From an optimization exercise on the open Yosys and OpenROAD flow, aimed at small area, a short achievable clock period and few clock cycles; shortcuts taken in it are not production practice.
RTL that was checked went through simulation tests only; none was proved equivalent to the original.
Power and IR drop assume default switching activity.

// bellmanford
module bellmanford (reset, clock, GMAR1, GMDR1, GMAR2, GMDR2, IMAR, IMDR, WMAR1, WMAR2, WMDR1, WMDR2, WMWDR, WMWAR, WMWE, OMAR, OMDR, OMWAR, OMWDR, OMWE, NegCycle, Finish);
input clock,reset;
output wire [12:0] GMAR1;
input wire [127:0] GMDR1;
output wire [12:0] GMAR2;
input wire [127:0] GMDR2;
output reg [12:0] IMAR;
input wire [7:0] IMDR;
output wire [12:0] WMAR1;
input wire [127:0] WMDR1;
output wire [12:0] WMAR2;
input wire [127:0] WMDR2;
output wire [12:0] WMWAR;
output wire [127:0] WMWDR;
output reg WMWE;
output wire [12:0] OMAR;
output wire [15:0] OMDR;
assign OMAR = 13'b0;
assign OMDR = 16'b0;
output reg [12:0] OMWAR;
output reg [15:0] OMWDR;
output wire OMWE;
output reg NegCycle;
output reg Finish;
localparam [3:0] QS = 4'd0,    
                 NS = 4'd1,    
                 E  = 4'd2,    
                 NX = 4'd3,    
                 PK = 4'd4,    
                 OA = 4'd5,    
                 OB = 4'd6,    
                 OC = 4'd7,    
                 OD = 4'd8,    
                 DN = 4'd9,    
                 NG = 4'd10;   
reg [3:0] st;
reg [5:0] Nm1;         
reg [5:0] U;           
reg [5:0] src;
reg [7:0] DistU;
reg [5:0] iv;          
reg [7:0] iw;          
reg [5:0] icnt;        
reg [2:0] fslot;       
reg [12:0] fline;      
reg [5:0] passm1;      
reg ncc;               
reg nproc;             
reg [63:0] dirty;      
reg [5:0] nxt;         
reg nxt_all;           
reg nxt_has;
reg fresh;             
reg fwdf;              
reg [5:0] wa;          
reg [7:0] wdist;
reg [5:0] wpred;
reg [5:0] X;           
reg ep, rst_d;         
always @(posedge clock) begin
    rst_d <= reset;
    if (reset && !rst_d) ep <= !ep;
end
wire fwd2 = fwdf;
wire [7:0] rdist2 = fwd2 ? wdist : WMDR2[21:14];
wire valid2 = fwd2 || (WMDR2[13:0] == {ep, IMAR});
wire [7:0] nw = DistU + iw;
wire [7:0] ca = rdist2 ^ 8'h80;
wire [7:0] cb = nw ^ 8'h80;
wire gt_hi = ca[7:4] > cb[7:4];
  ...
Size: about 2000 cells after synthesis.
Settings: LEC_CHECK=0, ABC_CLOCK_PERIOD_IN_PS=3000, CAP_MARGIN=20, CORE_AREA=5 5 275 275, DIE_AREA=0 0 280 280, SETUP_SLACK_MARGIN=1.5, SLEW_MARGIN=20; clock period 5.0 ns.
run.sh (not shown) runs the stock make flow with config.mk's settings and CLKGATE_MAP_FILE= SYNTH_SCRIPT=/design/flow/synth_recipe.tcl, a recipe that flattens the netlist after the stock synthesis.
Testbench counts at the start, summed over its fixed seeds: cycles 23,209.
Then changed:
--- a/flow/design.v
+++ b/flow/design.v
@@ -57,24 +57,45 @@
 reg [5:0] wpred;
 reg [5:0] X;           
 reg ep, rst_d;         
 always @(posedge clock) begin
     rst_d <= reset;
     if (reset && !rst_d) ep <= !ep;
 end
+function [7:0] add8;
+    input [7:0] a, b;
+    reg [8:0] c;
+    integer k;
+    begin
+        c[0] = 1'b0;
+        for (k = 0; k < 8; k = k + 1)
+            c[k+1] = (a[k] & b[k]) | ((a[k] ^ b[k]) & c[k]);
+        add8 = a ^ b ^ c[7:0];
+    end
+endfunction
+function lt8;          
+    input [7:0] a, b;
+    integer k;
+    begin
+        lt8 = 1'b0;
+        for (k = 0; k < 8; k = k + 1)
+            lt8 = (!a[k] && b[k]) || (!(a[k] ^ b[k]) && lt8);
+    end
+endfunction
+function lt6;          
+    input [5:0] a, b;
+    begin
+        lt6 = lt8({2'b00, a}, {2'b00, b});
+    end
+endfunction
 wire fwd2 = fwdf;
 wire [7:0] rdist2 = fwd2 ? wdist : WMDR2[21:14];
 wire valid2 = fwd2 || (WMDR2[13:0] == {ep, IMAR});
-wire [7:0] nw = DistU + iw;
-wire [7:0] ca = rdist2 ^ 8'h80;
-wire [7:0] cb = nw ^ 8'h80;
-wire gt_hi = ca[7:4] > cb[7:4];
-wire eq_hi = ca[7:4] == cb[7:4];
-wire gt_lo = ca[3:0] > cb[3:0];
-wire relax = (st == E) && (!valid2 || gt_hi || (eq_hi && gt_lo));
+wire [7:0] nw = add8(DistU, iw);
+wire relax = (st == E) && (!valid2 || lt8(nw ^ 8'h80, rdist2 ^ 8'h80));
 function [6:0] pe8;    
     input [7:0] x;
     begin
         casez (x)
             8'b???????1: pe8 = {1'b1, 3'b0, 3'd0};
             8'b??????10: pe8 = {1'b1, 3'b0, 3'd1};
             8'b?????100: pe8 = {1'b1, 3'b0, 3'd2};
@@ -109,19 +130,19 @@
     integer k;
     begin
         for (k = 0; k < 64; k = k + 1) above[k] = (k > a);
     end
 endfunction
 wire [63:0] mask1 = nxt_all ? 64'hffffffffffffffff : above(nxt);
 wire [6:0] pe_u = pe64(dirty & mask1);
-wire wa_c = WMWE && (wa > U);
-wire iv_c = relax && (iv > U);
-wire wa_lt = !nxt_has || (wa < nxt);
-wire iv_lt = !nxt_has || (iv < nxt);
-wire iv_lt_wa = iv < wa;
+wire wa_c = WMWE && lt6(U, wa);
+wire iv_c = relax && lt6(U, iv);
+wire wa_lt = !nxt_has || lt6(wa, nxt);
+wire iv_lt = !nxt_has || lt6(iv, nxt);
+wire iv_lt_wa = lt6(iv, wa);
 wire keep_nxt = !(wa_c && wa_lt) && !(iv_c && iv_lt);   
 wire abv_has = nxt_has || wa_c || iv_c;
 wire [5:0] abv_alt = (iv_c && (!wa_c || iv_lt_wa)) ? iv : wa;
 wire has_d = |dirty;
 wire clr_u = (st == NS) || fresh;
 wire [63:0] dirty_n = (st == QS) ? 64'd0 :
     ((dirty & ~({63'd0, clr_u} << U)) | ({63'd0, relax} << iv));
With this change the flow finished but failed the layout checks on negative setup slack.
Routed wire length came out higher by 18%.
Global-route usage came out higher by 3.1 points.
Non-clock buffer count came out lower by 31.
Die area stays the same.
Final cell count came out lower by 1.5%.
Sequential share of layout area came out lower by 0.21 points.
Fmax came out lower by 10%.
Setup slack gets worse by 0.53 ns.
Power came out lower by 1.2%.
Combinational power came out lower by about 4%.
Only the layout flow was run in the second run of this note; the RTL was not checked for function there.

========
The RTL this note starts from:
==> flow/design.v <==
module bellmanford (reset, clock, GMAR1, GMDR1, GMAR2, GMDR2, IMAR, IMDR, WMAR1, WMAR2, WMDR1, WMDR2, WMWDR, WMWAR, WMWE, OMAR, OMDR, OMWAR, OMWDR, OMWE, NegCycle, Finish);
input clock,reset;
output wire [12:0] GMAR1;
input wire [127:0] GMDR1;
output wire [12:0] GMAR2;
input wire [127:0] GMDR2;
output reg [12:0] IMAR;
input wire [7:0] IMDR;
output wire [12:0] WMAR1;
input wire [127:0] WMDR1;
output wire [12:0] WMAR2;
input wire [127:0] WMDR2;
output wire [12:0] WMWAR;
output wire [127:0] WMWDR;
output reg WMWE;
output wire [12:0] OMAR;
output wire [15:0] OMDR;
assign OMAR = 13'b0;
assign OMDR = 16'b0;
output reg [12:0] OMWAR;
output reg [15:0] OMWDR;
output reg OMWE;
output reg NegCycle;
output reg Finish;
localparam [3:0] QS = 4'd0,    
                 NS = 4'd1,    
                 E  = 4'd2,    
                 NX = 4'd3,    
                 PK = 4'd4,    
                 OA = 4'd5,    
                 OB = 4'd6,    
                 OC = 4'd7,    
                 OD = 4'd8,    
                 DN = 4'd9,    
                 NG = 4'd10;   
reg [3:0] st;
reg [5:0] Nm1;         
reg [5:0] U;           
reg [5:0] src;
reg [7:0] DistU;
reg [5:0] iv;          
reg [7:0] nw;          
reg [5:0] icnt;        
reg [2:0] fslot;       
reg [12:0] fline;      
reg [5:0] passm1;      
reg ncc;               
reg nproc;             
reg [63:0] dirty;      
reg [5:0] nxt;         
reg nxt_has;
reg fresh;             
reg fwdf;              
reg [5:0] wa;          
reg [7:0] wdist;
reg [5:0] wpred;
reg [5:0] X;           
reg ep, rst_d;         
always @(posedge clock) begin
    rst_d <= reset;
    if (reset && !rst_d) ep <= !ep;
end
wire fwd2 = fwdf;
wire [7:0] rdist2 = fwd2 ? wdist : WMDR2[21:14];
wire valid2 = fwd2 || (WMDR2[13:0] == {ep, IMAR});
wire relax = (st == E) && (!valid2 || ($signed(rdist2) > $signed(nw)));
function [6:0] pe8;    
    input [7:0] x;
    begin
        casez (x)
            8'b???????1: pe8 = {1'b1, 3'b0, 3'd0};
            8'b??????10: pe8 = {1'b1, 3'b0, 3'd1};
            8'b?????100: pe8 = {1'b1, 3'b0, 3'd2};
            8'b????1000: pe8 = {1'b1, 3'b0, 3'd3};
            8'b???10000: pe8 = {1'b1, 3'b0, 3'd4};
            8'b??100000: pe8 = {1'b1, 3'b0, 3'd5};
            8'b?1000000: pe8 = {1'b1, 3'b0, 3'd6};
            8'b10000000: pe8 = {1'b1, 3'b0, 3'd7};
            default:     pe8 = 7'd0;
        endcase
    end
endfunction
function [6:0] pe64;   
    input [63:0] x;
    reg [7:0] g;
    reg [6:0] gi, li;
    integer k;
    begin
        for (k = 0; k < 8; k = k + 1) g[k] = |x[8*k +: 8];
        gi = pe8(g);
        li = pe8(x[8*gi[2:0] +: 8]);
        pe64 = {gi[6], gi[2:0], li[2:0]};
    end
endfunction
function [63:0] above;   
    input [5:0] a;
    integer k;
    begin
        for (k = 0; k < 64; k = k + 1) above[k] = (k > a);
    end
endfunction
wire [63:0] mask1 = (st == PK) ? 64'hffffffffffffffff : above((st == NS) ? U : nxt);
wire [6:0] pe_u = pe64(dirty & mask1);
wire wa_c = WMWE && (wa > U);
wire iv_c = relax && (iv > U);
wire wa_lt = !nxt_has || (wa < nxt);
wire iv_lt = !nxt_has || (iv < nxt);
wire iv_lt_wa = iv < wa;
wire keep_nxt = !(wa_c && wa_lt) && !(iv_c && iv_lt);   
wire abv_has = nxt_has || wa_c || iv_c;
wire [5:0] abv_alt = (iv_c && (!wa_c || iv_lt_wa)) ? iv : wa;
wire has_d = |dirty;
wire [5:0] nmin = keep_nxt ? nxt : abv_alt;
wire nmin_has = abv_has;
wire done = (st == NX) || (st == E && icnt == 6'd0);
wire ahead = (st == E) && (icnt == 6'd0);
wire [5:0] Ur = ahead ? nxt : U;
assign GMAR1 = (st == QS) ? 13'd0 : {7'd0, Ur};
assign GMAR2 = (st == NS || ahead) ? GMDR1[12:0] : fline;
assign WMAR1 = {7'd0, Ur};
assign WMAR2 = {7'd0, (st == E) ? iv : X};
assign WMWAR = {7'd0, wa};
assign WMWDR = {100'd0, wpred, wdist, ep, IMAR};
reg [13:0] slotw;
always @(*) begin
    case (fslot)
        3'd0: slotw = {GMDR2[125:120], GMDR2[119:112]};
        3'd1: slotw = {GMDR2[109:104], GMDR2[103:96]};
        3'd2: slotw = {GMDR2[93:88], GMDR2[87:80]};
        3'd3: slotw = {GMDR2[77:72], GMDR2[71:64]};
        3'd4: slotw = {GMDR2[61:56], GMDR2[55:48]};
        3'd5: slotw = {GMDR2[45:40], GMDR2[39:32]};
        3'd6: slotw = {GMDR2[29:24], GMDR2[23:16]};
        default: slotw = {GMDR2[13:8], GMDR2[7:0]};
    endcase
end
wire [5:0] L = GMDR2[117:112];
wire [7:0] dU = (WMWE && wa == U) ? wdist : WMDR1[21:14];
wire [7:0] dN = (WMWE && wa == nxt) ? wdist : WMDR1[21:14];
wire [5:0] v1 = GMDR2[109:104] - 6'd1;    
always @(posedge clock) begin
    if (reset) begin
        st <= QS;
        IMAR <= 13'd0;
        OMWAR <= 13'h1fff;
        OMWE <= 1'b0;
        WMWE <= 1'b0;
        Finish <= 1'b0;
        NegCycle <= 1'b0;
    end else begin
        case (st)
        QS: begin
            Nm1 <= GMDR1[5:0] - 6'd2;
            U <= IMDR[5:0] - 6'd1;
            src <= IMDR[5:0] - 6'd1;
            WMWE <= 1'b1;
            wa <= IMDR[5:0] - 6'd1;
            wdist <= 8'd0;
            wpred <= IMDR[5:0] - 6'd1;
            dirty <= 64'd0;
            passm1 <= 6'd0;
            ncc <= 1'b1;
            nproc <= 1'b0;
            IMAR <= IMAR + 13'd1;
            OMWE <= 1'b0;
            st <= NS;
        end
        NS: begin
            DistU <= dU;
            nw <= dU + GMDR2[103:96];
            dirty[U] <= 1'b0;
            WMWE <= 1'b0;
            fwdf <= 1'b0;
            nxt <= pe_u[5:0];
            nxt_has <= pe_u[6];
            if (U == Nm1) nproc <= 1'b1;
            iv <= v1;
            icnt <= L - 6'd1;
            fslot <= 3'd2;
            fline <= GMDR1[12:0];
            st <= (L == 6'd0) ? NX : E;
        end
        E: begin
            nxt <= nmin;
            nxt_has <= nmin_has;
            WMWE <= relax;
            wa <= iv;
            wdist <= nw;
            wpred <= U;
            if (fresh) dirty[U] <= 1'b0;
            if (relax) begin
                dirty[iv] <= 1'b1;
                ncc <= 1'b1;
            end
            if (icnt != 6'd0) begin
                fwdf <= relax && (slotw[13:8] - 6'd1 == iv);
                iv <= slotw[13:8] - 6'd1;
                nw <= DistU + slotw[7:0];
                icnt <= icnt - 6'd1;
                fslot <= fslot + 3'd1;
                if (fslot == 3'd7) fline <= fline + 13'd1;
            end
        end
        NX: begin
            WMWE <= 1'b0;
            if (fresh) dirty[U] <= 1'b0;
        end
        PK: begin
            X <= IMDR[5:0] - 6'd1;
            WMWE <= 1'b0;
            fwdf <= 1'b0;
            U <= pe_u[5:0];
            if (passm1 == 6'd0 && !nproc && has_d) begin
                st <= NS;
            end else if (!ncc || !has_d) begin
                st <= OA;
            end else if (passm1 == Nm1) begin
                st <= NG;
            end else begin
                passm1 <= passm1 + 6'd1;
                ncc <= 1'b0;
                st <= NS;
            end
        end
        OA: begin
            OMWDR <= {8'd0, rdist2};
            OMWE <= 1'b1;
            OMWAR <= OMWAR + 13'd1;
            X <= fwd2 ? wpred : WMDR2[27:22];
            WMWE <= 1'b0;
            st <= OB;
        end
        OB: begin
            OMWDR <= {8'd0, IMDR};
            OMWAR <= OMWAR + 13'd1;
            IMAR <= IMAR + 13'd1;
            st <= OC;
        end
        OC: begin
            OMWDR <= {10'd0, X} + 16'd1;
            OMWAR <= OMWAR + 13'd1;
            X <= WMDR2[27:22];
            if (X == src) st <= OD;
        end
        OD: begin
            OMWDR <= (IMDR == 8'hff) ? 16'hffff : 16'h0000;
            OMWAR <= OMWAR + 13'd1;
            if (IMDR == 8'hff) begin
                IMAR <= IMAR + 13'd1;
                st <= QS;
            end else
                st <= DN;
        end
        DN: begin
            OMWE <= 1'b0;
            Finish <= 1'b1;
        end
        NG: begin
            WMWE <= 1'b0;
            NegCycle <= 1'b1;
        end
        default: st <= QS;
        endcase
        fresh <= 1'b0;
        if (ahead) begin
            nxt <= pe_u[5:0];
            nxt_has <= pe_u[6];
            DistU <= dN;
            nw <= dN + GMDR2[103:96];
            if (nxt == Nm1 && nxt_has) nproc <= 1'b1;
            fwdf <= relax && (v1 == iv);
            iv <= v1;
            icnt <= L - 6'd1;
            fslot <= 3'd2;
            fline <= GMDR1[12:0];
        end
        if (done) begin
            if (abv_has) begin
                if (keep_nxt && nxt_has && st == E && !(relax && iv == nxt)) begin
                    U <= nxt;
                    fresh <= 1'b1;
                    st <= (L == 6'd0) ? NX : E;
                end else begin
                    U <= keep_nxt ? nxt : abv_alt;
                    st <= NS;
                end
            end else
                st <= PK;
        end
    end
end
endmodule
make LEC_CHECK=0 ABC_CLOCK_PERIOD_IN_PS=3000 CAP_MARGIN=20 CORE_AREA='5 5 275 275' DIE_AREA='0 0 280 280' SETUP_SLACK_MARGIN=1.5 SLEW_MARGIN=20 finish   # period 5.0 ns
Rerun with:
--- a/flow/design.v
+++ b/flow/design.v
@@ -61,5 +61,5 @@
     if (reset && !rst_d) ep <= !ep;
 end
-wire fwd2 = fwdf;
+wire fwd2 = (st == E) ? fwdf : (WMWE && (wa == X));
 wire [7:0] rdist2 = fwd2 ? wdist : WMDR2[21:14];
 wire valid2 = fwd2 || (WMDR2[13:0] == {ep, IMAR});
@@ -100,6 +100,7 @@
     end
 endfunction
-wire [63:0] mask1 = (st == PK) ? 64'hffffffffffffffff : above((st == NS) ? U : nxt);
-wire [6:0] pe_u = pe64(dirty & mask1);
+wire [63:0] mask1 = (st == PK) ? 64'hffffffffffffffff : above(U);
+wire [6:0] pe_u = pe64(dirty & mask1);        
+wire [6:0] pe_n = pe64(dirty & above(nxt));   
 wire wa_c = WMWE && (wa > U);
 wire iv_c = relax && (iv > U);
@@ -111,6 +112,4 @@
 wire [5:0] abv_alt = (iv_c && (!wa_c || iv_lt_wa)) ? iv : wa;
 wire has_d = |dirty;
-wire [5:0] nmin = keep_nxt ? nxt : abv_alt;
-wire nmin_has = abv_has;
 wire done = (st == NX) || (st == E && icnt == 6'd0);
 wire ahead = (st == E) && (icnt == 6'd0);
@@ -182,6 +181,6 @@
         end
         E: begin
-            nxt <= nmin;
-            nxt_has <= nmin_has;
+            nxt <= pe_u[5:0];
+            nxt_has <= pe_u[6];
             WMWE <= relax;
             wa <= iv;
@@ -208,6 +207,4 @@
         PK: begin
             X <= IMDR[5:0] - 6'd1;
-            WMWE <= 1'b0;
-            fwdf <= 1'b0;
             U <= pe_u[5:0];
             if (passm1 == 6'd0 && !nproc && has_d) begin
@@ -264,8 +261,8 @@
         fresh <= 1'b0;
         if (ahead) begin
-            nxt <= pe_u[5:0];
-            nxt_has <= pe_u[6];
-            DistU <= dN;
-            nw <= dN + GMDR2[103:96];
+            nxt <= pe_n[5:0];
+            nxt_has <= pe_n[6];
+            DistU <= (relax && iv == nxt) ? nw : dN;
+            nw <= (relax && iv == nxt) ? nw + GMDR2[103:96] : dN + GMDR2[103:96];
             if (nxt == Nm1 && nxt_has) nproc <= 1'b1;
             fwdf <= relax && (v1 == iv);
@@ -277,5 +274,5 @@
         if (done) begin
             if (abv_has) begin
-                if (keep_nxt && nxt_has && st == E && !(relax && iv == nxt)) begin
+                if (keep_nxt && nxt_has && st == E) begin
                     U <= nxt;
                     fresh <= 1'b1;
What happened:
- With this change the flow finished but failed the layout checks on negative setup slack
- first-iteration DRC count came out higher by a quarter to a third
- maximum frequency shrinks by a little under a tenth
- total power came out lower by roughly a tenth
- routed wire length went up by a few percent
- flip-flop and latch count does not change
- final area came out higher by a few percent
- worst setup slack got worse by 0.38 ns
- non-clock buffer count fell by 59
- combinational power goes down by about a fifth
- die area does not change
- via count rose by a few percent
No run of this note included a check of the RTL's function; only the layout flow was run.

==> re-timing with driven ports <==
Ports are ideal in the flow. The routed layouts listed here were re-timed in OpenROAD.
Step 1, drivers: a clkbuf_16 drives clock and a buf_2 each remaining input, both assumed.
Step 2, shift: input delay + t, output delay - t, t = (earliest + latest rising clock arrival at the registers) / 2. This alone moves slack from input paths to output paths.
a / b / c = no drivers / after step 1 / after step 2; a / b = the first two.
run	t, ns	setup slack, ns	worst setup path at the end
the first run of note 1	0.593	0.452 / 0.452 / 0.437	input to register
the second run of note 1	0.601	-0.081 / -0.081 / -0.081	register to register
the first run of note 2	0.597	0.160 / 0.160 / 0.160	register to register
the second run of note 2	0.584	-0.222 / -0.222 / -0.408	input to register
For the second run of note 2, which loses most, drivers alone change the setup slack by 0.000 ns; drivers and shift together by -0.186 ns.
